What follows belongs to an exercise in optimizing a design on an open flow for small area; a production flow would make more cautious choices.
In this exercise RTL edits were held to simulation tests only and were not proved equivalent to the original.
Power and IR drop assume default switching activity.

==> flow/design.v <==
module StepCalculatorDataflow (
    input wire clk,
    input wire rst,
    input wire [7:0] hr_input,
    input wire [2:0] steps_per_second,
    input wire [7:0] stride_length,
    input wire valid_input,
    output wire [15:0] total_steps,
    output wire [31:0] total_distance,
    output wire [31:0] distance_per_second,
    output wire [7:0] time_elapsed,
    output wire [1:0] heart_rate_classification,
    output wire [7:0] max_heart_rate,
    output wire [31:0] total_calories,
    output wire [31:0] average_heart_rate,
    output wire [1:0] workout_intensity,
    output wire [15:0] speed
);
    reg [6:0] k;         
    reg z;               
    reg flag;            
    reg clr;             
    wire start = valid_input | z;    
    wire [6:0] k_inc;
    assign k_inc[0] = ~k[0];
    genvar gk;
    generate for (gk = 1; gk < 7; gk = gk + 1) begin : g_inc
        assign k_inc[gk] = k[gk] ^ (&k[gk-1:0]);
    end endgenerate
    wire busy = (k != 7'd0);
    always @(posedge clk)
        k <= start ? 7'd1 : (k_inc & {7{busy}});
    always @(posedge clk or posedge rst) begin
        if (rst) begin
            z <= 1'b1;
            flag <= 1'b0;
        end else begin
            if (start)
                z <= 1'b0;
            if (k == 7'd127 && !clr)
                flag <= 1'b1;
        end
    end
    always @(posedge clk)
        if (start) clr <= ~valid_input;
    wire ph_a  = start | (busy && k[6:5] == 2'd0);
    wire ph_b  = (k[6:5] == 2'd1);
    wire ph_b6 = ph_b && !(k[4:3] == 2'b11 && k[2:1] != 2'b00);    
    wire ph_c  = (k[6:5] == 2'd2);
    wire ph_ts = ph_c && !k[4];
    wire ph_d  = (k[6:5] == 2'd3);
    wire ph_te = ph_d && (k[4:3] == 2'd0);
    wire [4:0] ki = k[4:0];                  
    wire ix0 = (ki == 5'd0);
    localparam [7:0] H_POL = 8'haa;
    reg [7:0] h_q;
    wire [7:0] h = h_q ^ H_POL;
    reg [2:0] s;         
    always @(posedge clk) begin
        if (valid_input)
            h_q <= hr_input ^ H_POL;
        else
            h_q <= ~{h_q[0], h_q[7:1]};
        if (valid_input) s <= steps_per_second;
    end
    wire [2:0] s_e = clr ? 3'd0 : s;
    reg [7:0] mx;
    reg gt;
    wire ph_mx  = (k[6:4] == 3'b100);
    wire ph_cmp = (k[6:3] == 4'b1000);
    wire m_b = mx[0] & flag;
    wire h_b = h[1] & ~clr;
    always @(posedge clk) begin
        if (ph_cmp)
            gt <= (h_b & ~m_b) | (~(h_b ^ m_b) & ~ix0 & gt);
        if (ph_mx)
            mx <= {ph_cmp ? mx[0] : (gt ? h_b : m_b), mx[7:1]};
    end
    reg [15:0] ts;
    reg [31:0] td;
    reg [31:0] sum;
    localparam [31:0] AVG_POL = 32'haaaaaaaa;
    reg [31:0] avg_q;
    wire [31:0] avg = avg_q ^ AVG_POL;
    reg [19:0] cal;
    reg [15:0] spd;
    reg [7:0] te;
    reg [7:0] r;
    wire div_first = start | (ph_b & ix0) | (ph_c & ix0);
    wire td_rd  = start ? td[31] : td[{~k[3:0], 1'b1}];
    wire sum_rd = sum[{~k[3:0], 1'b1}];
    wire n_in = ph_a ? td_rd : (ph_c ? sum_rd : avg[31]);
    wire [7:0] dv = ph_b ? 8'd125 : te;
    wire [8:0] x9 = {(div_first ? 8'd0 : r), n_in};
    wire [8:0] b9 = {1'b1, ~dv};
    wire [9:0] dc;
    wire [8:0] df;
    assign dc[0] = ~ph_c;
    genvar gd;
    generate for (gd = 0; gd < 9; gd = gd + 1) begin : g_div
        assign df[gd] = x9[gd] ^ b9[gd] ^ dc[gd];
        assign dc[gd+1] = (x9[gd] & b9[gd]) | (x9[gd] & dc[gd]) | (b9[gd] & dc[gd]);
    end endgenerate
    wire q = dc[9];
    always @(posedge clk)
        r <= q ? df[7:0] : x9[7:0];
    wire spd_ok = flag & (te != 8'd0);
    wire avg_ok = flag & (te != 8'd255);
    reg [7:0] acc;
    reg [3:0] xd;
    reg pb;
    wire a_in = avg[0] & flag & ph_a;
    wire [7:0] m_pp = te & {8{a_in}};
    wire [7:0] m_ac = acc;
    wire [8:0] mc;
    wire [7:0] ms;
    assign mc[0] = 1'b0;
    genvar gm;
    generate for (gm = 0; gm < 8; gm = gm + 1) begin : g_mul
        assign ms[gm] = m_ac[gm] ^ m_pp[gm] ^ mc[gm];
        assign mc[gm+1] = (m_ac[gm] & m_pp[gm]) | (m_ac[gm] & mc[gm]) | (m_pp[gm] & mc[gm]);
    end endgenerate
    wire [8:0] msum = {mc[8], ms};
    wire x_t = msum[0];
    wire x_d = xd[3];
    wire b_e = ~start & pb;      
    wire p_t = x_d ^ x_t ^ b_e;
    wire b_n = (~x_d & (x_t | b_e)) | (x_t & b_e);
    always @(posedge clk) begin
        acc <= msum[8:1];
        xd <= {xd[2:0], x_t};
        pb <= b_n;
    end
    reg cts;
    wire s_bit = (ki == 5'd0) ? s_e[0] : (ki == 5'd1) ? s_e[1] : (ki == 5'd2) ? s_e[2] : 1'b0;
    wire ts_i = ts[0] & flag;
    wire cts_e = ~ix0 & cts;
    wire [1:0] ts_add = {(ts_i & s_bit) | (ts_i & cts_e) | (s_bit & cts_e), ts_i ^ s_bit ^ cts_e};
    always @(posedge clk) begin
        if (ph_ts) ts <= {ts_add[0], ts[15:1]};
        cts <= ts_add[1];
    end
    localparam [31:0] W1_MASK = 32'h000001fe;    
    localparam [31:0] W2_MASK = 32'h000003fc;    
    wire a0 = s_e[0] & cal[17] & (ki[4:3] == 2'd0);
    wire a1 = s_e[1] & cal[18] & W1_MASK[ki];
    wire a2 = s_e[2] & cal[19] & W2_MASK[ki];
    reg [1:0] ctd;
    wire td_i = td[0] & flag;
    wire [1:0] ctd_e = ix0 ? 2'd0 : ctd;
    wire sA = td_i ^ a0 ^ a1;
    wire cA = (td_i & a0) | (td_i & a1) | (a0 & a1);
    wire cB = (sA & a2) | (sA & ctd_e[0]) | (a2 & ctd_e[0]);
    wire [2:0] td_add = {(cA & cB) | (cA & ctd_e[1]) | (cB & ctd_e[1]), cA ^ cB ^ ctd_e[1], sA ^ a2 ^ ctd_e[0]};
    always @(posedge clk) begin
        if (ph_a)
            td <= {td[0], td[31:1]};
        else if (ph_b)
            td <= {td_add[0], td[31:1]};
        ctd <= td_add[2:1];
    end
    always @(posedge clk)
        if (ph_a) spd <= {spd[14:0], q & spd_ok};
    always @(posedge clk) begin
        if (ph_a)
            avg_q <= ~{p_t, avg_q[31:1]};
        else if (ph_b6 || ph_c)
            avg_q <= ~{avg_q[30:0], ~(q & avg_ok)};
    end
    always @(posedge clk) begin
        if (valid_input)
            cal[17:10] <= {stride_length[0], stride_length[1], stride_length[2], stride_length[3],
                           stride_length[4], stride_length[5], stride_length[6], stride_length[7]};
        else if (ph_b6)
            cal <= {cal[18:0], q & flag};
    end
    reg csum;
    wire h_bit = h_b & ph_te;
    wire sm_i = sum[0] & flag;
    wire csum_e = ~ix0 & csum;
    wire [1:0] sum_add = {(sm_i & h_bit) | (sm_i & csum_e) | (h_bit & csum_e), sm_i ^ h_bit ^ csum_e};
    always @(posedge clk) begin
        if (ph_c)
            sum <= {sum[0], sum[31:1]};
        else if (ph_d)
            sum <= {sum_add[0], sum[31:1]};
        csum <= sum_add[1];
    end
    reg cte;
    wire cte_e = ix0 | cte;
    always @(posedge clk) begin
        if (ph_te) te <= {flag & (te[0] ^ cte_e), te[7:1]};
        cte <= te[0] & cte_e;
    end
    assign total_steps = ts;
    assign total_distance = td;
    assign distance_per_second = 32'd0;
    assign time_elapsed = te;
    assign max_heart_rate = mx;
    assign total_calories = {12'd0, cal};
    assign average_heart_rate = avg;
    assign speed = spd;
    localparam [255:0] M_HR1 = 256'hffffffffffffffffffffffffff80000000000000000000000000000000000000;    
    localparam [255:0] M_HR2 = 256'hffffffffffffffffffe000000000000000000000000000000000000000000000;    
    localparam [255:0] M_AV1 = 256'hffffffffffffffffffffffffffffffffff000000000000000000000000000000;    
    localparam [255:0] M_AV2 = 256'hfffffffffffffffffffffffe0000000000000000000000000000000000000000;    
    wire hr1 = M_HR1[hr_input];
    wire hr2 = M_HR2[hr_input];
    assign heart_rate_classification = {hr2, hr1 & ~hr2};
    wire av_hi = |avg[31:8];
    wire av1 = av_hi | M_AV1[avg[7:0]];
    wire av2 = av_hi | M_AV2[avg[7:0]];
    assign workout_intensity = {av2, av1 & ~av2};
endmodule
==> flow/flow/run.sh <==
#!/bin/bash
# Standard ORFS layout (the standard.sh) with a few extra ORFS settings
# from flow/extra.mk: smaller port buffers, no CTS dummy loads.
set -euo pipefail
HERE=$(pwd)
{ echo "include $HERE/config.mk"; cat "$HERE/flow/extra.mk"; } > "$HERE/my_config.mk"
sed "s#DESIGN_CONFIG=[^ ]*#DESIGN_CONFIG=$HERE/my_config.mk#" standard.sh > my_standard.sh
bash my_standard.sh > standard.log 2>&1
==> flow/flow/extra.mk <==
export BUFFER_PORTS_ARGS = -buffer_cell sky130_fd_sc_hd__buf_1
export CTS_ARGS = -sink_clustering_enable -repair_clock_nets -dont_use_dummy_load -buf_list sky130_fd_sc_hd__clkbuf_8 -sink_clustering_size 18 -sink_clustering_max_diameter 55 -distance_between_buffers 300
export SKIP_REPAIR_TIE_FANOUT = 1
==> flow/standard.sh <==
#!/bin/bash
# synth_recipe.tcl (not shown) runs the flow's synth.tcl, then flattens the netlist and writes it again
# the make line also repeats each setting of config.mk as NAME=value (left out here)
make -C /OpenROAD-flow-scripts/flow DESIGN_CONFIG=/design/flow/config.mk WORK_HOME=/design/flow/orfs CLKGATE_MAP_FILE= SYNTH_SCRIPT=/design/flow/synth_recipe.tcl "${@:-finish}"
==> flow/config.mk <==
export PLATFORM = sky130hd
export DESIGN_NAME = StepCalculatorDataflow
export DESIGN_NICKNAME = StepCalculatorDataflow
export VERILOG_FILES = /design/flow/design.v
export SDC_FILE = /design/flow/constraint.sdc
export NUM_CORES = 4
export LEC_CHECK = 0
export CAP_MARGIN = 20
export CORE_MARGIN = 2
export CORE_UTILIZATION = 85
export SLEW_MARGIN = 20
==> flow/constraint.sdc <==
create_clock -name core_clock -period 90.0 [get_ports {clk}]
set_input_delay 18.0000 -clock core_clock [delete_from_list [all_inputs] [get_ports {clk}]]
set_output_delay 18.0000 -clock core_clock [all_outputs]
set_load 0.01 [all_outputs]
==> run notes, run 1 <==
highest net fanout along the worst path: 3
CTS buffer count: 15
pin count of the biggest net entering global routing: 46
CP cell instances: buf_1 -> o21ai_0 -> nand2b_1 -> a31oi_1 -> and3b_1 -> buf_1
input/output buffers: 157
final net count: 725
final-report max-slew violation count: 0
total of fill cells in the finished design: 385
number of flops mapped to enable cells by yosys: 169
instance count along the most critical hold path: 0
final setup TNS: 0 ns
net count after synthesis: 623
combined global-route utilization of all metal layers: 0.333
cell leakage power: 3.55 nW
number of violations of the max-capacitance limit: 0
Post CTS Setup Buffer Count: 0
vias per cell: 6.42
sequential-to-total area share from yosys stat: 0.679
placed insts: 792
number of warnings reported in the yosys synthesis log: 1
area of combinational cells with multiple inputs: 0.00214 sq mm
number of antenna violations at the first check in global routing: 1
worst setup path class: input pin to primary output
category of the worst setup path launch point: input pin
Top Ports: 202
final worst-path cycle share: 0.411
final-layout worst hold slack: 0.338 ns
DRC violations left: 0
Mapped Avg Cell Area: 15.3 sq um
category of cells accounting for the largest share of critical-path delay: compound AO/OA/AOI/OAI gates
share of flip-flops with an asynchronous set or reset: 0.00943
remaining number of nets flagged by the antenna check after routing: 0
routed wire length: 18000 um
worst-case register-to-register setup slack: 83.21 ns
R2R Path Start: k[0]
WP data arrival: 18.96 ns
post-synthesis cell type count: 55
clock tree from TritonCTS: yes
count of cells resized by post-cts repair: 0
number of non-filler instances in the completed layout: 808
highest attainable clock frequency: 27.1 MHz
Critical Path Sink Type: primary output
width of the chip: 106 um
global-route wire length before repair: 28200 um
final worst clock skew: 0.0380 ns
most frequent standard cell in the layout excluding fill and tap cells: edfxtp_1
number of detailed-route iterations in the first pass: 5
clock latency of the later-clocked register in the worst-skew pair: 0.50 ns
WP buf/inv: 2
Yosys reg bits: 212
class of the tightest hold or removal check: register to register
Primary FF master, synth: edfxtp_1
Slowest cell on crit path: and3b_1
via count of the first global-routing pass: 5170
initial core utilization: 0.860
leading cell types in the layout, fill and taps excluded: edfxtp_1, buf_1, dfxtp_1, mux2i_1, inv_1
worst hold start: xd[2]
setup repair after global routing missed its margin: no
floorplan row count: 37
Min-Delay Endpoint: xd[3]
depth of the worst register-to-register path: 17
violation count after the first detailed-routing iteration: 601
endpoint of the worst register-to-register path: spd[0]
layout cells sized above 1: 0.0745
cells after synthesis: 571
hold buffer count at cts: 0
post-synthesis instance area: 0.00876 sq mm
total power density per cell area: 21.4 mW/mm^2
routed length per placed instance: 22.3 um
utilization after layout: 0.906
GPL Wtd Cong: 0.882
crit-path most repeated cell: buf_1
sum of internal, switching and leakage power: 0.000197 W
transition time at the pin with the least slew margin: 0.948 ns
maximum cell stage delay along the critical path: 0.22 ns
final setup violating endpoints: 0
number of H-tree levels: 1
maximum buffer depth of the clock tree: 3
vias after detailed routing: 5188
Synth-to-Final Area Change: 5.33%
clk sink count: 212
time the worst path needs with I/O delays and setup: 36.96 ns
die outline area: 0.0111 sq mm
highest ir drop seen on vdd: 0.0164 mV
run status: complete, no violations
required time reported for the critical path endpoint: 72.00 ns
storage element area: 0.00595 sq mm
Slew Limit Headroom: 0.365
half-perimeter wire length after placement: 12600 um
CORE AREA: 0.0102 sq mm
die boundary height: 106 um
post-CTS clock slew at the launch and capture registers of the worst setup and hold paths: 0.10 ns
clock root buffer master: clkbuf_8
global route overflow: 0
Hold Fails Final Rpt: 0
-- cells in the mapped netlist (all sizes together), types with 4 or more instances --
| cell | instances | area [sq um] |
|---|---|---|
| edfxtp | 169 | 5070 |
| nand4 | 6 | 37.5 |
| nand3 | 6 | 30.0 |
| mux2 | 10 | 113 |
| a21oi | 7 | 35.0 |
| fa | 21 | 420 |
| nor2b | 4 | 25.0 |
| nand2b | 4 | 25.0 |
| mux2i | 40 | 400 |
| mux4 | 6 | 135 |
| nand2 | 23 | 86.3 |
| and2 | 20 | 125 |
| ha | 9 | 113 |
| xnor2 | 4 | 35.0 |
| dfxtp | 41 | 821 |
| buf | 72 | 527 |
| a22o | 5 | 43.8 |
| nor2 | 26 | 114 |
| clkbuf | 5 | 18.8 |
| inv | 36 | 138 |
| o21ai | 14 | 70.1 |
| nor4 | 5 | 31.3 |
-- how the worst max path moves through the flow --
stage          slack [ns]                           end         from  depth (start not counted)
2_1_floorplan       53.41  heart_rate_classification[0]  hr_input[0]                          4
3_3_place_gp        53.11  heart_rate_classification[0]  hr_input[0]                          6
3_5_place_dp        53.08  heart_rate_classification[0]  hr_input[0]                          6
4_1_cts             53.07  heart_rate_classification[0]  hr_input[0]                          6
5_1_grt             52.97  heart_rate_classification[0]  hr_input[0]                          6
6_report            53.04  heart_rate_classification[0]  hr_input[0]                          6
-- cells by family after synthesis --
group / count (synthesis) / share of synthesized area
AND/OR/NAND/NOR: 110 / 0.0684
multiplexers: 56 / 0.0740
AO/OA/AOI/OAI: 44 / 0.0348
flip-flops: 212 / 0.679
other: 1 / 0.000428
adder cells (fa/ha/maj): 30 / 0.0608
buffers and inverters: 113 / 0.0780
XOR/XNOR: 5 / 0.00500
-- area by class of cell --
cell class / instances / share of cell area
tap: 136 / 0.0184
sequential: 212 / 0.644
antenna: 1 / 0.000271
timing repair buffer: 162 / 0.0679
inverter: 36 / 0.0149
multi-input combinational: 246 / 0.232
clock buffer: 15 / 0.0224
-- flip-flops by register name, summed over array words and instances, names as in the netlist, 16 cells and up --
name   cells
avg_q     32
sum       32
cal       20
td        32
ts        16
spd       16
-- power breakdown --
part,internal [W],switching (W)
Combinational,0.00000934,0.0000161
Clock,0.0000151,0.0000275
Sequential,0.000119,0.0000103
Total,0.000143,0.0000538
-- routing by layer --
layer,global-route usage,share of wire,up-vias,wire length [um]
li1,-,-,2181,-
met2,0.557,0.51,407,9130
met1,0.464,0.36,2545,6550
met5,0,0,-,0
met4,0.0893,0.022,0,390
met3,0.0625,0.11,55,1980
-- worst register-to-register path, delay by kind of cell, from the launching register on --
kind,cells,cell delay (ns)
mux,2,0.90
simple gates,1,0.22
fa+ha+maj,8,2.91
buf+inv,2,0.16
compound gates,4,1.39
flops,1,0.93
-- through the flow --
step / cell area, sq um / worst slack (ns)
after floorplan: 8760 / 53.41
after global placement: 9020 / 53.11
after detailed placement: 9020 / 53.08
after CTS: 9230 / 53.07
after global routing: 9230 / 52.97
final: 9230 / 53.04
==> run 2: changes to the inputs <==
==> flow/flow/extra.mk (replaced) <==
export BUFFER_PORTS_ARGS = -buffer_cell sky130_fd_sc_hd__buf_1
export CTS_ARGS = -sink_clustering_enable -repair_clock_nets -dont_use_dummy_load -buf_list sky130_fd_sc_hd__clkbuf_8 -root_buf sky130_fd_sc_hd__clkbuf_4 -tree_buf sky130_fd_sc_hd__clkbuf_4 -sink_clustering_size 18 -sink_clustering_max_diameter 55
export SKIP_REPAIR_TIE_FANOUT = 1
==> run 2 against run 1 <==
Net effect:
- combinational power grew 2%
- still clean on timing, DRC and antenna
- final area shrank 0.20%
- synthesized cell count is the same
- die area is the same
- register-to-register slack gained 0.06 ns
- non-clock buffer count is the same
==> run notes, run 2 <==
run status: complete, no violations
WP data arrival: 18.93 ns (-0.03 ns)
CORE AREA: 0.0102 sq mm (unchanged)
Synth-to-Final Area Change: 5.11%
storage element area: 0.00595 sq mm (unchanged)
input/output buffers: 157 (unchanged)
width of the chip: 106 um (unchanged)
Mapped Avg Cell Area: 15.3 sq um (unchanged)
top cells by instance count after synthesis: edfxtp_1, buf_4, dfxtp_1
remaining number of nets flagged by the antenna check after routing: 0 (unchanged)
WP buf/inv: 2 (unchanged)
worst-case register-to-register setup slack: 83.27 ns (+0.06 ns)
GPL Wtd Cong: 0.882 (unchanged)
hold buffer count at cts: 0 (unchanged)
die outline area: 0.0111 sq mm (unchanged)
category of cells accounting for the largest share of critical-path delay: compound AO/OA/AOI/OAI gates
vias after detailed routing: 5137 (-0.98%)
CTS buffer count: 15 (unchanged)
class of the tightest hold or removal check: register to register
Primary FF master, synth: edfxtp_1
global route overflow: 0 (unchanged)
most frequent standard cell in the layout excluding fill and tap cells: edfxtp_1
Top Ports: 202 (unchanged)
final-layout worst hold slack: 0.341 ns (+0.00312 ns)
maximum buffer depth of the clock tree: 3 (unchanged)
share of flip-flops with an asynchronous set or reset: 0.00943 (unchanged)
floorplan row count: 37 (unchanged)
DRC violations left: 0 (unchanged)
number of flops mapped to enable cells by yosys: 169 (unchanged)
final worst clock skew: 0.0533 ns (+0.0153 ns)
via count of the first global-routing pass: 5176 (+0.12%)
cell leakage power: 3.54 nW (-0.22%)
violation count after the first detailed-routing iteration: 526 (-12%)
Yosys reg bits: 212 (unchanged)
setup repair after global routing missed its margin: no
post-synthesis cell type count: 55 (unchanged)
routed length per placed instance: 22.7 um (+1.6%)
pin count of the biggest net entering global routing: 46 (unchanged)
Slowest cell on crit path: and3b_1
clock root buffer master: clkbuf_4
initial core utilization: 0.860 (unchanged)
final setup TNS: 0 ns (unchanged)
sequential-to-total area share from yosys stat: 0.679 (unchanged)
Critical Path Sink Type: primary output
most frequent cell after synthesis: edfxtp_1
number of detailed-route iterations in the first pass: 5 (unchanged)
crit-path most repeated cell: buf_1
CP cell instances: buf_1 -> o21ai_0 -> nand2b_1 -> a31oi_1 -> and3b_1 -> buf_1
Slew Limit Headroom: 0.369 (+0.00332)
post-synthesis instance area: 0.00876 sq mm (unchanged)
final-report max-slew violation count: 0 (unchanged)
number of warnings reported in the yosys synthesis log: 1 (unchanged)
transition time at the pin with the least slew margin: 0.943 ns (-0.00497 ns)
clk sink count: 212 (unchanged)
area of combinational cells with multiple inputs: 0.00214 sq mm (unchanged)
layout cells sized above 1: 0.0745 (unchanged)
vias per cell: 6.36 (-0.98%)
final worst-path cycle share: 0.410 (about the same)
count of cells resized by post-cts repair: 0 (unchanged)
final net count: 725 (unchanged)
worst setup path class: input pin to primary output
net count after synthesis: 623 (unchanged)
global-route wire length before repair: 28500 um (+0.95%)
cells after synthesis: 571 (unchanged)
number of H-tree levels: 1 (unchanged)
proportion of netlist area held by the largest area contributor: 0.579 (unchanged)
highest ir drop seen on vdd: 0.0164 mV (-0.29%)
number of violations of the max-capacitance limit: 0 (unchanged)
number of antenna violations at the first check in global routing: 1 (unchanged)
highest net fanout along the worst path: 3 (unchanged)
die boundary height: 106 um (unchanged)
required time reported for the critical path endpoint: 72.00 ns (about the same)
Post CTS Setup Buffer Count: 0 (unchanged)
post-CTS clock slew at the launch and capture registers of the worst setup and hold paths: 0.10 ns (about the same)
final setup violating endpoints: 0 (unchanged)
time the worst path needs with I/O delays and setup: 36.93 ns (-0.0237 ns)
maximum cell stage delay along the critical path: 0.22 ns (about the same)
routed wire length: 18300 um (+1.6%)
combined global-route utilization of all metal layers: 0.336 (+0.00328)
highest attainable clock frequency: 27.1 MHz (about the same)
clock tree from TritonCTS: yes
total power density per cell area: 21.2 mW/mm^2 (-0.52%)
leading cell types in the layout, fill and taps excluded: edfxtp_1, buf_1, dfxtp_1, mux2i_1, inv_1
top cell type by total area after synthesis: edfxtp_1
category of the worst setup path launch point: input pin
registers with the most flip-flops: avg_q x32, sum x32, td x32
total of fill cells in the finished design: 381 (-1.0%)
half-perimeter wire length after placement: 12600 um (unchanged)
clock latency of the later-clocked register in the worst-skew pair: 0.59 ns (+0.09 ns)
Hold Fails Final Rpt: 0 (unchanged)
Synth area leaders: edfxtp_1, dfxtp_1, buf_4, fa_1, mux2i_1
-- run 2: cell counts after synthesis --
Identical to the previous run, type by type.
-- run 2: cell families (layout without fill, tap and decap cells) --
| group | Yosys count | after routing | share of synthesized area |
|---|---|---|---|
| multiplexers | 56 | 56 | 0.0740 |
| AO/OA/AOI/OAI | 44 | 44 | 0.0348 |
| AND/OR/NAND/NOR | 110 | 110 | 0.0684 |
| buffers and inverters | 113 | 213 | 0.0780 |
| other | 1 | 2 | 0.000428 |
| flip-flops | 212 | 212 | 0.679 |
| adder cells (fa/ha/maj) | 30 | 30 | 0.0608 |
| XOR/XNOR | 5 | 5 | 0.00500 |
-- run 2: path summary, 6_finish.rpt --
| kind | to | start | cells past startpoint |
|---|---|---|---|
| max | heart_rate_classification[0] | hr_input[0] | 6 |
| max in group asynchronous | z | rst | 2 |
| min in group asynchronous | flag | rst | 2 |
| min | xd[3] | xd[2] | 0 |
| max reg2reg | spd[0] | k[0] | 17 |
| min reg2reg | xd[3] | xd[2] | 0 |
-- run 2: power by group --
group | switching [W] | internal (W) | total, W
Clock | 0.0000269 | 0.0000135 | 0.0000404
Combinational | 0.0000166 | 0.00000934 | 0.0000259
Sequential | 0.0000105 | 0.000119 | 0.000129
-- run 2: final cells by class --
class / count / share of cell area
multi-input combinational: 246 / 0.232
tap: 136 / 0.0185
clock buffer: 15 / 0.0204
antenna: 1 / 0.000272
inverter: 36 / 0.0149
timing repair buffer: 162 / 0.0681
sequential: 212 / 0.646
-- run 2: metrics by stage --
step | power, W | util | setup WS, ns | cells | area (sq um)
2_1_floorplan | 0.000146 | - | 53.41 | 571 | 8760
6_report | 0.000196 | 0.904 | 53.07 | 808 | 9210
4_1_cts | 0.000195 | 0.904 | 53.07 | 807 | 9210
3_5_place_dp | 0.000156 | 0.886 | 53.08 | 792 | 9020
3_3_place_gp | 0.000153 | 0.886 | 53.11 | 792 | 9020
5_1_grt | 0.000202 | 0.904 | 52.97 | 808 | 9210
-- run 2: layer usage --
layer	track usage	routed length (um)
met2	0.569	9400
met1	0.461	6780
met4	0.0949	478
met3	0.0612	1670
met5	0	0
==> run 3: changes to the inputs <==
--- a/flow/design.v
+++ b/flow/design.v
@@ -133,10 +133,12 @@
     end
-    reg cts;
+    reg cser;
     wire s_bit = (ki == 5'd0) ? s_e[0] : (ki == 5'd1) ? s_e[1] : (ki == 5'd2) ? s_e[2] : 1'b0;
-    wire ts_i = ts[0] & flag;
-    wire cts_e = ~ix0 & cts;
-    wire [1:0] ts_add = {(ts_i & s_bit) | (ts_i & cts_e) | (s_bit & cts_e), ts_i ^ s_bit ^ cts_e};
-    always @(posedge clk) begin
-        if (ph_ts) ts <= {ts_add[0], ts[15:1]};
-        cts <= ts_add[1];
+    wire h_bit = h_b & ph_te;
+    wire ser_a = ((ts[0] & ph_c) | (sum[0] & ph_d)) & flag;
+    wire ser_b = (s_bit & ph_c) | h_bit;
+    wire ser_c = ~ix0 & cser;
+    wire [1:0] ser_add = {(ser_a & ser_b) | (ser_a & ser_c) | (ser_b & ser_c), ser_a ^ ser_b ^ ser_c};
+    always @(posedge clk) begin
+        if (ph_ts) ts <= {ser_add[0], ts[15:1]};
+        cser <= ser_add[1];
     end
@@ -176,7 +178,2 @@
     end
-    reg csum;
-    wire h_bit = h_b & ph_te;
-    wire sm_i = sum[0] & flag;
-    wire csum_e = ~ix0 & csum;
-    wire [1:0] sum_add = {(sm_i & h_bit) | (sm_i & csum_e) | (h_bit & csum_e), sm_i ^ h_bit ^ csum_e};
     always @(posedge clk) begin
@@ -185,4 +182,3 @@
         else if (ph_d)
-            sum <= {sum_add[0], sum[31:1]};
-        csum <= sum_add[1];
+            sum <= {ser_add[0], sum[31:1]};
     end
==> run 3 against run 2 <==
Net effect:
- global-route usage rose by 7.5 points
- register-to-register slack worse by 0.55 ns
- fmax hardly changed
- total power is 1.9% higher
- critical path depth unchanged
- sequential power barely moved
- clock power rose by 2%
- critical path type unchanged
==> run notes, run 3 <==
die outline area: 0.0111 sq mm (-0.70%)
initial core utilization: 0.882 (+0.0215)
clock latency of the later-clocked register in the worst-skew pair: 0.59 ns (about the same)
vias per cell: 6.90 (+8.5%)
pin count of the biggest net entering global routing: 52 (+13%)
floorplan row count: 36 (-2.7%)
via count of the first global-routing pass: 5641 (+9.0%)
layout cells sized above 1: 0.0638 (-0.0107)
maximum cell stage delay along the critical path: 0.22 ns (about the same)
Primary FF master, synth: edfxtp_1
global-route wire length before repair: 33600 um (+18%)
crit-path most repeated cell: buf_1
category of the worst setup path launch point: input pin
Place WS: 53.09 ns (+0.0172 ns)
post-synthesis instance area: 0.00870 sq mm (-0.73%)
Yosys reg bits: 211 (-0.47%)
setup repair after global routing missed its margin: no
endpoint of the worst register-to-register path: r[0]
clk sink count: 211 (-0.47%)
Post CTS Setup Buffer Count: 0 (unchanged)
leading cell types in the layout, fill and taps excluded: edfxtp_1, buf_1, nor2_1, dfxtp_1, inv_1
Hold Fails Final Rpt: 0 (unchanged)
highest attainable clock frequency: 27.1 MHz (about the same)
net switching power: 0.0000581 W (+7.4%)
count of cells resized by post-cts repair: 0 (unchanged)
Internal Power: 0.000141 W (-0.17%)
time the worst path needs with I/O delays and setup: 36.97 ns (+0.0333 ns)
clock tree from TritonCTS: yes
depth of the worst register-to-register path: 17 (unchanged)
CP cell instances: buf_1 -> o21ai_0 -> nand2b_1 -> a31oi_1 -> and3b_1 -> buf_1
maximum buffer depth of the clock tree: 3 (unchanged)
CORE AREA: 0.00986 sq mm (-3.1%)
combined global-route utilization of all metal layers: 0.411 (+0.0746)
routed length per placed instance: 26.9 um (+19%)
die boundary height: 105 um (-0.35%)
DRC violations left: 0 (unchanged)
Synth area leaders: edfxtp_1, dfxtp_1, buf_4, fa_1, mux2i_1
class of the tightest hold or removal check: register to register
number of detailed-route iterations in the first pass: 5 (unchanged)
sum of internal, switching and leakage power: 0.000199 W (+1.9%)
total power density per cell area: 21.8 mW/mm^2 (+2.5%)
highest ir drop seen on vdd: 0.0155 mV (-5.3%)
run status: complete, no violations
post-CTS clock slew at the launch and capture registers of the worst setup and hold paths: 0.11 ns (about the same)
violation count after the first detailed-routing iteration: 845 (+61%)
final worst-path cycle share: 0.411 (about the same)
final worst clock skew: 0.0189 ns (-0.0344 ns)
final net count: 743 (+2.5%)
Top Ports: 202 (unchanged)
registers with the most flip-flops: avg_q x32, sum x32, td x32
proportion of netlist area held by the largest area contributor: 0.583 (+0.00425)
post-synthesis cell type count: 53 (-3.6%)
final-report max-slew violation count: 0 (unchanged)
Synth-to-Final Area Change: 5.29%
number of violations of the max-capacitance limit: 0 (unchanged)
remaining number of nets flagged by the antenna check after routing: 0 (unchanged)
top cells by instance count after synthesis: edfxtp_1, buf_4, nor2_1
Critical Path Sink Type: primary output
switching portion of total power: 0.291 (+0.0149)
most frequent cell after synthesis: edfxtp_1
Slew Limit Headroom: 0.231 (-0.138)
number of flops mapped to enable cells by yosys: 169 (unchanged)
routed wire length: 22200 um (+21%)
required time reported for the critical path endpoint: 72.00 ns (about the same)
final setup TNS: 0 ns (unchanged)
share of flip-flops with an asynchronous set or reset: 0.00948 (+0.0000447)
clock group share of total power: 0.207 (about the same)
Min-Delay Endpoint: xd[3]
global route overflow: 0 (unchanged)
Slowest cell on crit path: a31oi_1
register share of total power: 0.649 (-0.012)
net count after synthesis: 641 (+2.9%)
final instance area: 0.00916 sq mm (-0.56%)
worst setup path class: input pin to primary output
width of the chip: 105 um (-0.35%)
number of warnings reported in the yosys synthesis log: 1 (unchanged)
combinational cell fraction of total power: 0.144 (+0.012)
clock root buffer master: clkbuf_4
number of antenna violations at the first check in global routing: 0 (-1)
top cell type by total area after synthesis: edfxtp_1
highest net fanout along the worst path: 3 (unchanged)
Mapped Avg Cell Area: 14.7 sq um (-3.9%)
R2R Path Start: k[0]
hold buffer count at cts: 0 (unchanged)
most frequent standard cell in the layout excluding fill and tap cells: edfxtp_1
worst-case register-to-register setup slack: 82.72 ns (-0.55 ns)
transition time at the pin with the least slew margin: 1.12 ns (+0.181 ns)
WP data arrival: 18.97 ns (+0.04 ns)
cell leakage power: 3.38 nW (-4.5%)
GPL Wtd Cong: 0.889 (+0.73%)
sequential-to-total area share from yosys stat: 0.681 (+0.00268)
final setup violating endpoints: 0 (unchanged)
final-layout worst hold slack: 0.346 ns (+0.00535 ns)
instance count along the most critical hold path: 0 (unchanged)
Final Worst Setup Slack: 53.03 ns (-0.0333 ns)
CTS buffer count: 15 (unchanged)
number of H-tree levels: 1 (unchanged)
half-perimeter wire length after placement: 14300 um (+14%)
cells after synthesis: 590 (+3.3%)
post-detailed-placement cell area: 0.00896 sq mm (-0.65%)
worst hold start: xd[2]
vias after detailed routing: 5682 (+11%)
input/output buffers: 157 (unchanged)
-- run 3: how the worst max path moves through the flow --
stage           startpoint                           end  slack, ns
2_1_floorplan  hr_input[0]  heart_rate_classification[0]      53.41
6_report       hr_input[0]  heart_rate_classification[0]      53.03
3_5_place_dp   hr_input[0]  heart_rate_classification[0]      53.09
5_1_grt        hr_input[0]  heart_rate_classification[0]      52.97
3_3_place_gp   hr_input[0]  heart_rate_classification[0]      53.19
4_1_cts        hr_input[0]  heart_rate_classification[0]      53.07
-- run 3: logic make-up (layout without fill, tap and decap cells) --
family | Yosys count | count (layout) | synth area share
buffers and inverters | 114 | 214 | 0.0781
AO/OA/AOI/OAI | 61 | 61 | 0.0467
AND/OR/NAND/NOR | 128 | 128 | 0.0739
flip-flops | 211 | 211 | 0.681
other | 1 | 2 | 0.000431
multiplexers | 40 | 40 | 0.0545
XOR/XNOR | 6 | 6 | 0.00604
adder cells (fa/ha/maj) | 29 | 29 | 0.0590
-- run 3: power groups by stage --
| stage | Sequential [W] | Combinational [W] | Clock [W] |
|---|---|---|---|
| after detailed placement | 0.000130 | 0.0000269 | 0 |
| after global routing | 0.000130 | 0.0000301 | 0.0000442 |
| after floorplan | 0.000129 | 0.0000169 | 0 |
| final | 0.000129 | 0.0000288 | 0.0000412 |
| after CTS | 0.000129 | 0.0000282 | 0.0000407 |
| after global placement | 0.000128 | 0.0000244 | 0 |
-- run 3: layer usage --
layer	track usage	routed length (um)
met2	0.711	11500
met5	0	0
met4	0.184	1110
met1	0.514	7010
met3	0.0717	2580
-- run 3: final cells by class --
cell class | instances | area, sq um
antenna | 1 | 2.50
clock buffer | 15 | 188
fill | 279 | 704
inverter | 36 | 135
multi-input combinational | 265 | 2110
sequential | 211 | 5930
tap | 133 | 166
timing repair buffer | 163 | 634
-- run 3: metrics by stage --
stage | cells | utilization
after floorplan | 590 | -
after global placement | 807 | 0.908
after detailed placement | 807 | 0.908
after CTS | 822 | 0.927
after global routing | 823 | 0.928
final | 824 | 0.929
-- run 3: worst max-delay path: cells and delay by family --
family                 cells  cell delay, ns
AO/OA/AOI/OAI              2            0.40
AND/OR/NAND/NOR            2            0.29
buffers and inverters      2            0.28
==> run 4: changes to the inputs <==
==> flow/flow/extra.mk (replaced) <==
export BUFFER_PORTS_ARGS = -buffer_cell sky130_fd_sc_hd__buf_1
export CTS_ARGS = -sink_clustering_enable -repair_clock_nets -dont_use_dummy_load -buf_list sky130_fd_sc_hd__clkbuf_8 -root_buf sky130_fd_sc_hd__clkbuf_4 -tree_buf sky130_fd_sc_hd__clkbuf_4 -sink_clustering_size 17 -sink_clustering_max_diameter 45
export SKIP_REPAIR_TIE_FANOUT = 1
==> run 4 against run 3 <==
Net effect:
- sequential share of layout area fell by 0.14 points
- clock-buffer cell count up 2
- sequential cell count stayed put
- utilization up 0.20 points
- die area did not move
- synthesized cell count unchanged
- still clean on timing, DRC and antenna
- first-iteration DRC count rose by 9.7%
- critical endpoint unchanged
- critical path depth unchanged
- largest power group unchanged
- clock skew is 0.027 ns higher
==> run notes, run 4 <==
combinational cell fraction of total power: 0.144 (about the same)
CTS buffer count: 17 (+2)
proportion of netlist area held by the largest area contributor: 0.583 (unchanged)
number of H-tree levels: 1 (unchanged)
setup repair after global routing missed its margin: no
maximum buffer depth of the clock tree: 3 (unchanged)
time the worst path needs with I/O delays and setup: 37.11 ns (+0.142 ns)
registers with the most flip-flops: avg_q x32, sum x32, td x32
transition time at the pin with the least slew margin: 1.08 ns (-0.0432 ns)
clock root buffer master: clkbuf_4
input/output buffers: 157 (unchanged)
top cells by instance count after synthesis: edfxtp_1, buf_4, nor2_1
total power density per cell area: 22.1 mW/mm^2 (+1.5%)
worst-case register-to-register setup slack: 82.62 ns (-0.10 ns)
post-synthesis instance area: 0.00870 sq mm (unchanged)
depth of the worst register-to-register path: 17 (unchanged)
highest net fanout along the worst path: 3 (unchanged)
remaining number of nets flagged by the antenna check after routing: 0 (unchanged)
R2R Path Start: k[0]
most frequent standard cell in the layout excluding fill and tap cells: edfxtp_1
half-perimeter wire length after placement: 14300 um (unchanged)
initial core utilization: 0.882 (unchanged)
final net count: 744 (+0.13%)
Yosys reg bits: 211 (unchanged)
WP data arrival: 19.11 ns (+0.14 ns)
layout cells sized above 1: 0.0651 (+0.00135)
worst setup path class: input pin to primary output
register share of total power: 0.639 (-0.010)
sum of internal, switching and leakage power: 0.000203 W (+1.7%)
combined global-route utilization of all metal layers: 0.425 (+0.0137)
GPL Wtd Cong: 0.889 (unchanged)
final worst clock skew: 0.0455 ns (+0.0266 ns)
via count of the first global-routing pass: 5703 (+1.1%)
CORE AREA: 0.00986 sq mm (unchanged)
violation count after the first detailed-routing iteration: 927 (+9.7%)
cell leakage power: 3.39 nW (+0.26%)
pin count of the biggest net entering global routing: 52 (unchanged)
routed length per placed instance: 28.1 um (+4.4%)
vias after detailed routing: 5870 (+3.3%)
floorplan row count: 36 (unchanged)
Primary FF master, synth: edfxtp_1
global-route wire length before repair: 34700 um (+3.4%)
number of flops mapped to enable cells by yosys: 169 (unchanged)
category of the worst setup path launch point: input pin
final setup violating endpoints: 0 (unchanged)
instance count along the most critical hold path: 0 (unchanged)
Mapped Avg Cell Area: 14.7 sq um (unchanged)
clock group share of total power: 0.217 (+0.010)
utilization after layout: 0.931 (+0.00203)
cells after synthesis: 590 (unchanged)
class of the tightest hold or removal check: register to register
number of antenna violations at the first check in global routing: 0 (unchanged)
Post CTS Setup Buffer Count: 0 (unchanged)
Top Ports: 202 (unchanged)
number of warnings reported in the yosys synthesis log: 1 (unchanged)
net switching power: 0.0000595 W (+2.4%)
clk sink count: 211 (unchanged)
run status: complete, no violations
worst setup path startpoint: hr_input[1]
clock latency of the later-clocked register in the worst-skew pair: 0.60 ns (about the same)
Internal Power: 0.000143 W (+1.4%)
sequential-to-total area share from yosys stat: 0.681 (unchanged)
top cell type by total area after synthesis: edfxtp_1
clock tree from TritonCTS: yes
endpoint of the worst register-to-register path: r[0]
Synth-to-Final Area Change: 5.52%
Slew Limit Headroom: 0.260 (+0.0295)
number of detailed-route iterations in the first pass: 10 (+5)
final setup TNS: 0 ns (unchanged)
share of flip-flops with an asynchronous set or reset: 0.00948 (unchanged)
number of violations of the max-capacitance limit: 0 (unchanged)
DRC violations left: 0 (unchanged)
final worst-path cycle share: 0.412 (+0.00158)
leading cell types in the layout, fill and taps excluded: edfxtp_1, buf_1, nor2_1, dfxtp_1, inv_1
die outline area: 0.0111 sq mm (unchanged)
Critical Path Sink Type: primary output
capture point of the critical path: heart_rate_classification[0]
width of the chip: 105 um (unchanged)
Synth area leaders: edfxtp_1, dfxtp_1, buf_4, fa_1, mux2i_1
vias per cell: 7.12 (+3.2%)
required time reported for the critical path endpoint: 72.00 ns (about the same)
hold buffer count at cts: 0 (unchanged)
die boundary height: 105 um (unchanged)
post-synthesis cell type count: 53 (unchanged)
global route overflow: 0 (unchanged)
net count after synthesis: 641 (unchanged)
Hold Fails Final Rpt: 0 (unchanged)
final-report max-slew violation count: 0 (unchanged)
count of cells resized by post-cts repair: 0 (unchanged)
switching portion of total power: 0.293 (+0.00215)
routed wire length: 23200 um (+4.6%)
post-CTS clock slew at the launch and capture registers of the worst setup and hold paths: 0.10 ns (about the same)
highest ir drop seen on vdd: 0.0156 mV (+0.41%)
highest attainable clock frequency: 26.9 MHz (-0.38%)
most frequent cell after synthesis: edfxtp_1
-- run 4: cell count changes in the layout (fill, tap and decap cells not counted) --
cell / previous run / this run
buf_4: 6 / 5
clkbuf_8: 12 / 14
-- run 4: through the flow --
stage	hold WS (ns)	cell area [sq um]	instances	setup slack, ns
final	0.357	9180	825	52.89
after global routing	0.358	9180	824	52.84
after CTS	0.350	9180	824	52.96
after detailed placement	0.314	8960	807	53.09
after global placement	0.311	8960	807	53.19
after floorplan	0.310	8700	590	53.41
-- run 4: final cells by class --
| cell class | count | area [sq um] |
|---|---|---|
| Multi-Input combinational cell | 265 | 2110 |
| Antenna cell | 1 | 2.50 |
| Tap cell | 133 | 166 |
| Inverter | 36 | 135 |
| Timing Repair Buffer | 162 | 627 |
| Clock buffer | 17 | 215 |
| Sequential cell | 211 | 5930 |
| Fill cell | 264 | 684 |
-- run 4: power by group through the flow --
stage | Sequential [W] | Combinational, W | Clock (W)
2_1_floorplan | 0.000129 | 0.0000169 | 0
5_1_grt | 0.000130 | 0.0000305 | 0.0000464
3_3_place_gp | 0.000128 | 0.0000244 | 0
6_report | 0.000130 | 0.0000292 | 0.0000440
3_5_place_dp | 0.000130 | 0.0000269 | 0
4_1_cts | 0.000129 | 0.0000286 | 0.0000434
-- run 4: routing by layer --
layer / vias to the layer above / GRT usage / routed length (um)
met5: - / 0 / 0
li1: 2233 / - / -
met2: 722 / 0.717 / 11400
met4: 0 / 0.219 / 1810
met1: 2733 / 0.535 / 7070
met3: 182 / 0.0742 / 2980
-- run 4: how the worst min path moves through the flow --
stage          start    end  slack [ns]
2_1_floorplan  xd[0]  xd[1]        0.31
3_3_place_gp   xd[0]  xd[1]        0.31
3_5_place_dp   xd[2]  xd[3]        0.31
4_1_cts        xd[2]  xd[3]        0.35
5_1_grt        xd[2]  xd[3]        0.36
6_report       xd[2]  xd[3]        0.36
-- run 4: kinds of logic after synthesis --
group                    count (synthesis)  share of synthesized area
other                                    1                   0.000431
multiplexers                            40                     0.0545
AO/OA/AOI/OAI                           61                     0.0467
AND/OR/NAND/NOR                        128                     0.0739
buffers and inverters                  114                     0.0781
flip-flops                             211                      0.681
XOR/XNOR                                 6                    0.00604
adder cells (fa/ha/maj)                 29                     0.0590
-- run 4: critical path: stages --
cell      delay, ns
buf_1          0.11
o21ai_0        0.18
nand2b_1       0.08
a31oi_1        0.27
and3b_1        0.25
buf_1          0.21
==> run 5: changes to the inputs <==
==> flow/flow/extra.mk (replaced) <==
export BUFFER_PORTS_ARGS = -buffer_cell sky130_fd_sc_hd__buf_1
export CTS_ARGS = -sink_clustering_enable -repair_clock_nets -dont_use_dummy_load -buf_list sky130_fd_sc_hd__clkbuf_8 -root_buf sky130_fd_sc_hd__clkbuf_4 -tree_buf sky130_fd_sc_hd__clkbuf_4 -sink_clustering_size 16 -sink_clustering_max_diameter 50
export SKIP_REPAIR_TIE_FANOUT = 1
==> run 5 against run 4 <==
Net effect:
- synthesized cell count unchanged
- global-route usage fell by 0.50 points
- first-iteration DRC count decreased by 7.7%
- total power about the same
- critical endpoint unchanged
- largest power group unchanged
==> run notes, run 5 <==
Mapped Avg Cell Area: 14.7 sq um (unchanged)
remaining number of nets flagged by the antenna check after routing: 0 (unchanged)
final net count: 744 (unchanged)
clock root buffer master: clkbuf_4
most frequent standard cell in the layout excluding fill and tap cells: edfxtp_1
global route overflow: 0 (unchanged)
input/output buffers: 157 (unchanged)
class of the tightest hold or removal check: register to register
routed wire length: 22600 um (-2.7%)
highest ir drop seen on vdd: 0.0185 mV (+19%)
count of cells resized by post-cts repair: 0 (unchanged)
floorplan row count: 36 (unchanged)
final setup TNS: 0 ns (unchanged)
most frequent cell after synthesis: edfxtp_1
proportion of netlist area held by the largest area contributor: 0.583 (unchanged)
clock latency of the later-clocked register in the worst-skew pair: 0.61 ns (about the same)
transition time at the pin with the least slew margin: 1.09 ns (+0.0116 ns)
Primary FF master, synth: edfxtp_1
CP cell instances: buf_1 -> o21ai_0 -> nand2b_1 -> a31oi_1 -> and3b_1 -> buf_1
sum of internal, switching and leakage power: 0.000203 W (about the same)
final worst clock skew: 0.0275 ns (-0.0180 ns)
registers with the most flip-flops: avg_q x32, sum x32, td x32
vias after detailed routing: 5739 (-2.2%)
width of the chip: 105 um (unchanged)
Hold Fails Final Rpt: 0 (unchanged)
post-CTS clock slew at the launch and capture registers of the worst setup and hold paths: 0.11 ns (about the same)
GPL Wtd Cong: 0.889 (unchanged)
final worst-path cycle share: 0.413 (+0.000618)
Synth-to-Final Area Change: 5.54% (about the same)
initial core utilization: 0.882 (unchanged)
DRC violations left: 0 (unchanged)
violation count after the first detailed-routing iteration: 856 (-7.7%)
number of detailed-route iterations in the first pass: 6 (-4)
Yosys reg bits: 211 (unchanged)
net count after synthesis: 641 (unchanged)
die boundary height: 105 um (unchanged)
clock tree from TritonCTS: yes
highest net fanout along the worst path: 3 (unchanged)
final setup violating endpoints: 0 (unchanged)
final-report max-slew violation count: 0 (unchanged)
number of flops mapped to enable cells by yosys: 169 (unchanged)
WP data arrival: 19.16 ns (+0.05 ns)
sequential-to-total area share from yosys stat: 0.681 (unchanged)
total of fill cells in the finished design: 275 (+4.2%)
Critical Path Sink Type: primary output
Post CTS Setup Buffer Count: 0 (unchanged)
required time reported for the critical path endpoint: 72.00 ns (about the same)
pin count of the biggest net entering global routing: 52 (unchanged)
category of the worst setup path launch point: input pin
number of warnings reported in the yosys synthesis log: 1 (unchanged)
CORE AREA: 0.00986 sq mm (unchanged)
half-perimeter wire length after placement: 14300 um (unchanged)
highest attainable clock frequency: 26.9 MHz (-0.15%)
CTS buffer count: 17 (unchanged)
worst setup path class: input pin to primary output
die outline area: 0.0111 sq mm (unchanged)
leading cell types in the layout, fill and taps excluded: edfxtp_1, buf_1, nor2_1, dfxtp_1, inv_1
post-synthesis cell type count: 53 (unchanged)
vias per cell: 6.96 (-2.2%)
global-route wire length before repair: 34200 um (-1.5%)
Top Ports: 202 (unchanged)
cell leakage power: 3.39 nW (about the same)
Slowest cell on crit path: a31oi_1
final-layout worst hold slack: 0.347 ns (-0.0103 ns)
top cell type by total area after synthesis: edfxtp_1
Slew Limit Headroom: 0.269 (+0.00823)
clk sink count: 211 (unchanged)
crit-path most repeated cell: buf_1
cells after synthesis: 590 (unchanged)
run status: complete, no violations
time the worst path needs with I/O delays and setup: 37.16 ns (+0.0556 ns)
setup repair after global routing missed its margin: no
number of H-tree levels: 1 (unchanged)
hold buffer count at cts: 0 (unchanged)
number of antenna violations at the first check in global routing: 0 (unchanged)
routed length per placed instance: 27.4 um (-2.7%)
post-synthesis instance area: 0.00870 sq mm (unchanged)
number of violations of the max-capacitance limit: 0 (unchanged)
top cells by instance count after synthesis: edfxtp_1, buf_4, nor2_1
maximum buffer depth of the clock tree: 3 (unchanged)
via count of the first global-routing pass: 5678 (-0.44%)
combined global-route utilization of all metal layers: 0.420 (-0.00503)
maximum cell stage delay along the critical path: 0.30 ns (+0.03 ns)
share of flip-flops with an asynchronous set or reset: 0.00948 (unchanged)
Synth area leaders: edfxtp_1, dfxtp_1, buf_4, fa_1, mux2i_1
total power density per cell area: 22.1 mW/mm^2 (about the same)
layout cells sized above 1: 0.0651 (unchanged)
-- run 5: worst max-delay path: cells and delay by family --
kind	cells	cell delay, ns
AND/OR/NAND/NOR	2	0.31
buffers and inverters	2	0.26
AO/OA/AOI/OAI	2	0.59
-- run 5: final cells by class --
cell class                      count  area, sq um  area share
Timing Repair Buffer              162          627      0.0683
Antenna cell                        1         2.50    0.000273
Sequential cell                   211         5930       0.646
Clock buffer                       17          215      0.0234
Multi-Input combinational cell    265         2110       0.230
Tap cell                          133          166      0.0181
Inverter                           36          135      0.0147
-- run 5: metal layers --
metal / part of all wire / track usage
met5: 0 / 0
met4: 0.060 / 0.184
met3: 0.13 / 0.0867
met2: 0.50 / 0.713
met1: 0.31 / 0.530
-- run 5: path summary, 6_finish.rpt --
kind	slack [ns]	end	from	cells past startpoint
worst max-delay path	52.84	heart_rate_classification[0]	hr_input[0]	6
worst min-delay path	0.35	xd[3]	xd[2]	0
worst max register to register	82.80	r[0]	k[0]	17
worst min register to register	0.35	xd[3]	xd[2]	0
max in group asynchronous	72.57	z	rst	2
min in group asynchronous	17.22	flag	rst	2
-- run 5: through the flow --
| step | cells | util | setup WS [ns] | instance area, sq um |
|---|---|---|---|---|
| global placement | 807 | 0.908 | 53.19 | 8960 |
| floorplan | 590 | - | 53.41 | 8700 |
| global route | 824 | 0.930 | 52.78 | 9180 |
| finish | 825 | 0.931 | 52.84 | 9180 |
| detailed placement | 807 | 0.908 | 53.09 | 8960 |
| CTS | 824 | 0.930 | 52.93 | 9180 |
-- run 5: cells by family (layout without fill, tap and decap cells) --
logic type | after synthesis | after routing | synth area share
compound gates | 61 | 61 | 0.0467
simple gates | 128 | 128 | 0.0739
xor+xnor | 6 | 6 | 0.00604
buf+inv | 114 | 215 | 0.0781
mux | 40 | 40 | 0.0545
other cells | 1 | 2 | 0.000431
flops | 211 | 211 | 0.681
fa+ha+maj | 29 | 29 | 0.0590
-- run 5: where the power goes --
group | leakage [nW] | switching [W] | internal (W) | total [W]
clock network | 0.114 | 0.0000293 | 0.0000154 | 0.0000447
logic | 1.25 | 0.0000192 | 0.00000935 | 0.0000285
registers | 2.02 | 0.0000110 | 0.000119 | 0.000130
==> run 6: changes to the inputs <==
--- a/flow/design.v
+++ b/flow/design.v
@@ -39,3 +39,3 @@
                 z <= 1'b0;
-            if (k == 7'd127 && !clr)
+            if (k == 7'd127 && !clr && !z)
                 flag <= 1'b1;
==> run 6 against run 5 <==
Net effect:
- still clean on timing, DRC and antenna
- clock power fell by 4%
- final area up 0.52%
- combinational power is 15% lower
- sequential power barely moved
- critical path depth is the same
- routed wire length shrank 17%
- final cell count is 1.9% higher
==> run notes, run 6 <==
run status: complete, no violations
CTS buffer count: 17 (unchanged)
category of the worst setup path launch point: input pin
initial core utilization: 0.861 (-0.0211)
vias after detailed routing: 5340 (-7.0%)
WP data arrival: 18.97 ns (-0.19 ns)
floorplan row count: 37 (+2.8%)
highest attainable clock frequency: 27.0 MHz (+0.52%)
Place WS: 53.05 ns (-0.0466 ns)
endpoint of the worst register-to-register path: cal[0]
depth of the worst register-to-register path: 17 (unchanged)
top cells by instance count after synthesis: edfxtp_1, buf_4, nor2_1
class of the tightest hold or removal check: register to register
final worst-path cycle share: 0.411 (-0.00212)
time the worst path needs with I/O delays and setup: 36.97 ns (-0.191 ns)
Levels on crit path: 6 (unchanged)
violation count after the first detailed-routing iteration: 607 (-29%)
utilization after layout: 0.906 (-0.0246)
required time reported for the critical path endpoint: 72.00 ns (about the same)
registers with the most flip-flops: avg_q x32, sum x32, td x32
Top Ports: 202 (unchanged)
final setup TNS: 0 ns (unchanged)
post-synthesis instance area: 0.00877 sq mm (+0.78%)
R2R Path Start: k[2]
final-report max-slew violation count: 0 (unchanged)
routed wire length: 18800 um (-17%)
remaining number of nets flagged by the antenna check after routing: 0 (unchanged)
proportion of netlist area held by the largest area contributor: 0.579 (-0.00450)
clk sink count: 211 (unchanged)
Yosys reg bits: 211 (unchanged)
post-CTS clock slew at the launch and capture registers of the worst setup and hold paths: 0.09 ns (-0.02 ns)
total of fill cells in the finished design: 390 (+42%)
final setup violating endpoints: 0 (unchanged)
storage element area: 0.00593 sq mm (unchanged)
Hold Fails Final Rpt: 0 (unchanged)
Slowest cell on crit path: and3b_1
count of cells resized by post-cts repair: 0 (unchanged)
Slew Limit Headroom: 0.282 (+0.0135)
Mapped Avg Cell Area: 14.5 sq um (-1.9%)
DRC violations left: 0 (unchanged)
CORE AREA: 0.0102 sq mm (+3.2%)
number of flops mapped to enable cells by yosys: 169 (unchanged)
net count after synthesis: 657 (+2.5%)
Critical Path Sink Type: primary output
GPL Wtd Cong: 0.871 (-2.0%)
sequential-to-total area share from yosys stat: 0.676 (-0.00525)
worst setup path class: input pin to primary output
setup repair after global routing missed its margin: no
pin count of the biggest net entering global routing: 53 (+1.9%)
final worst clock skew: 0.0383 ns (+0.0108 ns)
Final Worst Setup Slack: 53.03 ns (+0.191 ns)
layout cells sized above 1: 0.0612 (-0.00396)
combined global-route utilization of all metal layers: 0.343 (-0.0764)
area of combinational cells with multiple inputs: 0.00215 sq mm (+1.8%)
cells after synthesis: 606 (+2.7%)
clock tree from TritonCTS: yes
via count of the first global-routing pass: 5310 (-6.5%)
most frequent cell after synthesis: edfxtp_1
half-perimeter wire length after placement: 12700 um (-11%)
WP buf/inv: 2 (unchanged)
worst-case register-to-register setup slack: 83.58 ns (+0.78 ns)
clock latency of the later-clocked register in the worst-skew pair: 0.58 ns (-0.03 ns)
cell leakage power: 3.34 nW (-1.3%)
highest net fanout along the worst path: 3 (unchanged)
number of warnings reported in the yosys synthesis log: 1 (unchanged)
number of violations of the max-capacitance limit: 0 (unchanged)
transition time at the pin with the least slew margin: 1.08 ns (-0.0177 ns)
number of detailed-route iterations in the first pass: 5 (-1)
top cell type by total area after synthesis: edfxtp_1
share of flip-flops with an asynchronous set or reset: 0.00948 (unchanged)
input/output buffers: 157 (unchanged)
total power density per cell area: 21.1 mW/mm^2 (-4.7%)
vias per cell: 6.35 (-8.7%)
global route overflow: 0 (unchanged)
category of cells accounting for the largest share of critical-path delay: compound AO/OA/AOI/OAI gates
routed length per placed instance: 22.4 um (-18%)
maximum cell stage delay along the critical path: 0.25 ns (-0.05 ns)
number of antenna violations at the first check in global routing: 1 (+1)
Synth area leaders: edfxtp_1, dfxtp_1, buf_4, fa_1, mux2i_1
clock root buffer master: clkbuf_4
global-route wire length before repair: 28800 um (-16%)
die outline area: 0.0111 sq mm (+0.75%)
most frequent standard cell in the layout excluding fill and tap cells: edfxtp_1
hold buffer count at cts: 0 (unchanged)
final net count: 756 (+1.6%)
width of the chip: 106 um (+0.38%)
maximum buffer depth of the clock tree: 3 (unchanged)
CP cell instances: buf_1 -> o21ai_0 -> nand2b_1 -> a31oi_1 -> and3b_1 -> buf_1
Primary FF master, synth: edfxtp_1
worst setup path startpoint: hr_input[1]
highest ir drop seen on vdd: 0.0193 mV (+4.3%)
capture point of the critical path: heart_rate_classification[0]
leading cell types in the layout, fill and taps excluded: edfxtp_1, buf_1, nor2_1, dfxtp_1, inv_1
die boundary height: 106 um (+0.38%)
crit-path most repeated cell: buf_1
Post CTS Setup Buffer Count: 0 (unchanged)
post-synthesis cell type count: 59 (+11%)
number of H-tree levels: 1 (unchanged)
Synth-to-Final Area Change: 5.27%
==> run 6: changes by cell type after synthesis, sizes merged, moves of 3 or more <==
cell	previous run	this run
nand2	21	25
a21oi	25	22
o21ai	11	15
nor2b	3	7
mux4	5	2
mux2i	26	31
a22oi	0	3
buf	68	73
==> run 6: worst register-to-register path, cell delays in order, from the launching register on <==
cell and delay, ns:
dfxtp_1 1.04, mux4_2 0.62, nor2_1 0.18, or3_1 0.14, a211oi_1 0.10, nor2_1 0.16
fa_1 0.23, fa_1 0.19, inv_1 0.07, fa_1 0.48, fa_1 0.48, fa_1 0.47
fa_1 0.48, fa_1 0.44, inv_1 0.09, fa_1 0.22, a21boi_0 0.58, nor2_1 0.15
==> run 6: per-layer routing <==
metal  vias up  track usage  routed length [um]
met1      2580        0.453                6670
met2       420        0.593                9650
met5         -            0                   0
met3        65       0.0501                1890
li1       2275            -                   -
met4         0        0.126                 613
==> run 6: layout make-up <==
type,count,area share
Antenna cell,2,0.000542
Clock buffer,17,0.0233
Inverter,35,0.0142
Multi-Input combinational cell,277,0.233
Sequential cell,211,0.642
Tap cell,136,0.0184
Timing Repair Buffer,163,0.0687
==> run 6: worst min-delay path by stage <==
stage	from	to	slack (ns)	cells past startpoint
floorplan	xd[0]	xd[1]	0.31	0
global placement	xd[0]	xd[1]	0.31	0
detailed placement	xd[1]	xd[2]	0.32	0
CTS	xd[2]	xd[3]	0.33	0
global route	xd[2]	xd[3]	0.35	0
finish	xd[2]	xd[3]	0.34	0
==> run 6: stage by stage <==
step	std cells	hold WS, ns	total power (W)	area [sq um]
global route	840	0.351	0.000201	9230
floorplan	606	0.310	0.000144	8770
detailed placement	822	0.318	0.000152	9010
finish	841	0.335	0.000194	9230
CTS	839	0.335	0.000194	9220
global placement	822	0.313	0.000150	9000
==> run 6: cell families (layout without fill, tap and decap cells) <==
group	Yosys count	after routing	share of synthesized area
AO/OA/AOI/OAI	64	64	0.0482
XOR/XNOR	6	6	0.00599
adder cells (fa/ha/maj)	29	29	0.0585
buffers and inverters	118	215	0.0806
flip-flops	211	211	0.676
multiplexers	41	41	0.0508
other	1	3	0.000428
AND/OR/NAND/NOR	136	136	0.0793
==> run 6: power breakdown <==
group	internal [W]	total (W)	switching, W
clock network	0.0000154	0.0000428	0.0000274
registers	0.000118	0.000127	0.00000961
logic	0.00000848	0.0000243	0.0000159
total	0.000141	0.000194	0.0000529
==> run 7: changes to the inputs <==
--- a/flow/design.v
+++ b/flow/design.v
@@ -87,2 +87,5 @@
     reg [7:0] te;
+    reg pc;              
+    reg [1:0] ctd;       
+    wire cte_e = ix0 | ctd[0];
     reg [7:0] r;
@@ -110,3 +113,2 @@
     reg [3:0] xd;
-    reg pb;
     wire a_in = avg[0] & flag & ph_a;
@@ -125,3 +127,3 @@
     wire x_d = xd[3];
-    wire b_e = ~start & pb;      
+    wire b_e = ~start & pc;      
     wire p_t = x_d ^ x_t ^ b_e;
@@ -131,5 +133,3 @@
         xd <= {xd[2:0], x_t};
-        pb <= b_n;
-    end
-    reg cser;
+    end
     wire s_bit = (ki == 5'd0) ? s_e[0] : (ki == 5'd1) ? s_e[1] : (ki == 5'd2) ? s_e[2] : 1'b0;
@@ -138,3 +138,3 @@
     wire ser_b = (s_bit & ph_c) | h_bit;
-    wire ser_c = ~ix0 & cser;
+    wire ser_c = ~ix0 & pc;
     wire [1:0] ser_add = {(ser_a & ser_b) | (ser_a & ser_c) | (ser_b & ser_c), ser_a ^ ser_b ^ ser_c};
@@ -142,3 +142,3 @@
         if (ph_ts) ts <= {ser_add[0], ts[15:1]};
-        cser <= ser_add[1];
+        pc <= ph_a ? b_n : ser_add[1];
     end
@@ -149,3 +149,2 @@
     wire a2 = s_e[2] & cal[19] & W2_MASK[ki];
-    reg [1:0] ctd;
     wire td_i = td[0] & flag;
@@ -161,3 +160,3 @@
             td <= {td_add[0], td[31:1]};
-        ctd <= td_add[2:1];
+        ctd <= {td_add[2], ph_d ? (te[0] & cte_e) : td_add[1]};
     end
@@ -184,7 +183,4 @@
     end
-    reg cte;
-    wire cte_e = ix0 | cte;
     always @(posedge clk) begin
         if (ph_te) te <= {flag & (te[0] ^ cte_e), te[7:1]};
-        cte <= te[0] & cte_e;
     end
==> run 7 against run 6 <==
Net effect:
- clock power hardly changed
- highest routed layer unchanged
- utilization rose by 2.5 points
- global-route usage increased by 0.54 points
- sequential power hardly changed
- largest power group unchanged
==> run notes, run 7 <==
run status: complete, no violations
category of cells accounting for the largest share of critical-path delay: compound AO/OA/AOI/OAI gates
highest ir drop seen on vdd: 0.0146 mV (-24%)
CP cell instances: buf_1 -> o21ai_0 -> nand2b_1 -> a31oi_1 -> and3b_1 -> buf_1
required time reported for the critical path endpoint: 72.00 ns (about the same)
vias after detailed routing: 5331 (-0.17%)
most frequent standard cell in the layout excluding fill and tap cells: edfxtp_1
post-CTS clock slew at the launch and capture registers of the worst setup and hold paths: 0.10 ns (about the same)
instance count along the most critical hold path: 0 (unchanged)
Primary FF master, synth: edfxtp_1
half-perimeter wire length after placement: 12500 um (-1.5%)
utilization after layout: 0.931 (+0.0251)
maximum cell stage delay along the critical path: 0.22 ns (-0.03 ns)
width of the chip: 105 um (-0.53%)
via count of the first global-routing pass: 5341 (+0.58%)
worst setup path class: input pin to primary output
share of flip-flops with an asynchronous set or reset: 0.00957 (+0.0000907)
cells after synthesis: 588 (-3.0%)
leading cell types in the layout, fill and taps excluded: edfxtp_1, buf_1, nor2_1, dfxtp_1, inv_1
number of antenna violations at the first check in global routing: 1 (unchanged)
input/output buffers: 157 (unchanged)
DRC violations left: 0 (unchanged)
number of H-tree levels: 1 (unchanged)
number of violations of the max-capacitance limit: 0 (unchanged)
top cell type by total area after synthesis: edfxtp_1
Slew Limit Headroom: 0.375 (+0.0932)
top cells by instance count after synthesis: edfxtp_1, buf_4, nor2_1
final worst-path cycle share: 0.411 (about the same)
global route overflow: 0 (unchanged)
Slowest cell on crit path: a31oi_1
final net count: 740 (-2.1%)
Synth-to-Final Area Change: 5.45%
WP buf/inv: 2 (unchanged)
most frequent cell after synthesis: edfxtp_1
net count after synthesis: 639 (-2.7%)
combined global-route utilization of all metal layers: 0.349 (+0.00539)
post-synthesis cell type count: 49 (-17%)
Post CTS Setup Buffer Count: 0 (unchanged)
clock latency of the later-clocked register in the worst-skew pair: 0.59 ns (about the same)
WP data arrival: 18.98 ns (about the same)
remaining number of nets flagged by the antenna check after routing: 0 (unchanged)
number of flops mapped to enable cells by yosys: 169 (unchanged)
die outline area: 0.0110 sq mm (-1.1%)
global-route wire length before repair: 29400 um (+2.0%)
highest net fanout along the worst path: 3 (unchanged)
final worst clock skew: 0.0609 ns (+0.0226 ns)
class of the tightest hold or removal check: register to register
layout cells sized above 1: 0.0771 (+0.0160)
depth of the worst register-to-register path: 18 (+1)
routed wire length: 18700 um (-0.60%)
final setup violating endpoints: 0 (unchanged)
total power density per cell area: 21.3 mW/mm^2 (+1.3%)
clk sink count: 209 (-0.95%)
crit-path most repeated cell: buf_1
final instance area: 0.00914 sq mm (-0.92%)
CORE AREA: 0.00982 sq mm (-3.6%)
maximum buffer depth of the clock tree: 3 (unchanged)
cell leakage power: 3.34 nW (-0.16%)
Levels on crit path: 6 (unchanged)
routed length per placed instance: 22.8 um (+1.7%)
Hold Fails Final Rpt: 0 (unchanged)
clock root buffer master: clkbuf_4
Synth area leaders: edfxtp_1, dfxtp_1, buf_4, fa_1, mux2i_1
sum of internal, switching and leakage power: 0.000195 W (+0.38%)
hold buffer count at cts: 0 (unchanged)
sequential-to-total area share from yosys stat: 0.679 (+0.00289)
Yosys reg bits: 209 (-0.95%)
violation count after the first detailed-routing iteration: 648 (+6.8%)
category of the worst setup path launch point: input pin
floorplan row count: 36 (-2.7%)
Mapped Avg Cell Area: 14.7 sq um (+1.9%)
GPL Wtd Cong: 0.850 (-2.4%)
CTS buffer count: 17 (unchanged)
transition time at the pin with the least slew margin: 0.934 ns (-0.142 ns)
vias per cell: 6.49 (+2.1%)
Top Ports: 202 (unchanged)
worst hold start: xd[1]
pin count of the biggest net entering global routing: 53 (unchanged)
clock tree from TritonCTS: yes
number of detailed-route iterations in the first pass: 6 (+1)
initial core utilization: 0.883 (+0.0222)
die boundary height: 105 um (-0.53%)
final-report max-slew violation count: 0 (unchanged)
endpoint of the worst register-to-register path: acc[6]
count of cells resized by post-cts repair: 0 (unchanged)
setup repair after global routing missed its margin: no
post-synthesis instance area: 0.00867 sq mm (-1.1%)
registers with the most flip-flops: avg_q x32, sum x32, td x32
Critical Path Sink Type: primary output
worst-case register-to-register setup slack: 83.39 ns (-0.19 ns)
R2R Path Start: k[0]
proportion of netlist area held by the largest area contributor: 0.585 (+0.00643)
final setup TNS: 0 ns (unchanged)
Place WS: 53.09 ns (+0.0470 ns)
number of warnings reported in the yosys synthesis log: 1 (unchanged)
post-detailed-placement cell area: 0.00892 sq mm (-0.97%)
highest attainable clock frequency: 27.0 MHz (about the same)
Min-Delay Endpoint: xd[2]
Final Worst Setup Slack: 53.02 ns (-0.00650 ns)
time the worst path needs with I/O delays and setup: 36.98 ns (+0.00650 ns)
run 7: cell type report:
type | count | area (sq um)
inverter | 33 | 124
clock buffer | 17 | 215
sequential | 209 | 5890
fill | 315 | 676
tap | 133 | 166
timing repair buffer | 163 | 634
antenna | 2 | 5.00
multi-input combinational | 265 | 2110
run 7: worst max path at each step:
stage                            from                           end  slack, ns
after floorplan           hr_input[0]  heart_rate_classification[0]      53.41
after global placement    hr_input[0]  heart_rate_classification[0]      53.17
after detailed placement  hr_input[1]  heart_rate_classification[0]      53.09
after CTS                 hr_input[0]  heart_rate_classification[0]      53.04
after global routing      hr_input[0]  heart_rate_classification[0]      52.94
final                     hr_input[1]  heart_rate_classification[0]      53.02
run 7: kinds of logic (layout without fill, tap and decap cells):
logic type,after synthesis,in the layout,synth area share
flops,209,209,0.679
fa+ha+maj,29,29,0.0592
simple gates,128,128,0.0753
compound gates,61,61,0.0455
other cells,1,3,0.000432
mux,40,40,0.0569
xor+xnor,6,6,0.00606
buf+inv,114,213,0.0778
run 7: routing by layer:
| metal | vias to the layer above | wire, um | track usage |
|---|---|---|---|
| li1 | 2234 | - | - |
| met1 | 2570 | 6640 | 0.463 |
| met2 | 448 | 9300 | 0.594 |
| met3 | 79 | 1990 | 0.0605 |
| met4 | 0 | 782 | 0.123 |
| met5 | - | 0 | 0 |
run 7: metrics by stage:
| stage | cells | hold slack, ns |
|---|---|---|
| after global placement | 803 | 0.314 |
| after detailed placement | 803 | 0.319 |
| after CTS | 820 | 0.347 |
| final | 822 | 0.351 |
| after floorplan | 588 | 0.310 |
| after global routing | 821 | 0.359 |
run 7: where the power goes:
group | total (W) | switching [W] | internal [W]
logic | 0.0000259 | 0.0000169 | 0.00000895
registers | 0.000126 | 0.00000954 | 0.000117
clock network | 0.0000429 | 0.0000275 | 0.0000154

Check on run 7: ideal ports give 53.020 ns setup slack; a clkbuf_16 on the clock port and buf_2 on the inputs give 53.000 ns; moving port delays by the midpoint clock arrival (0.601 ns) as well gives 53.000 ns.
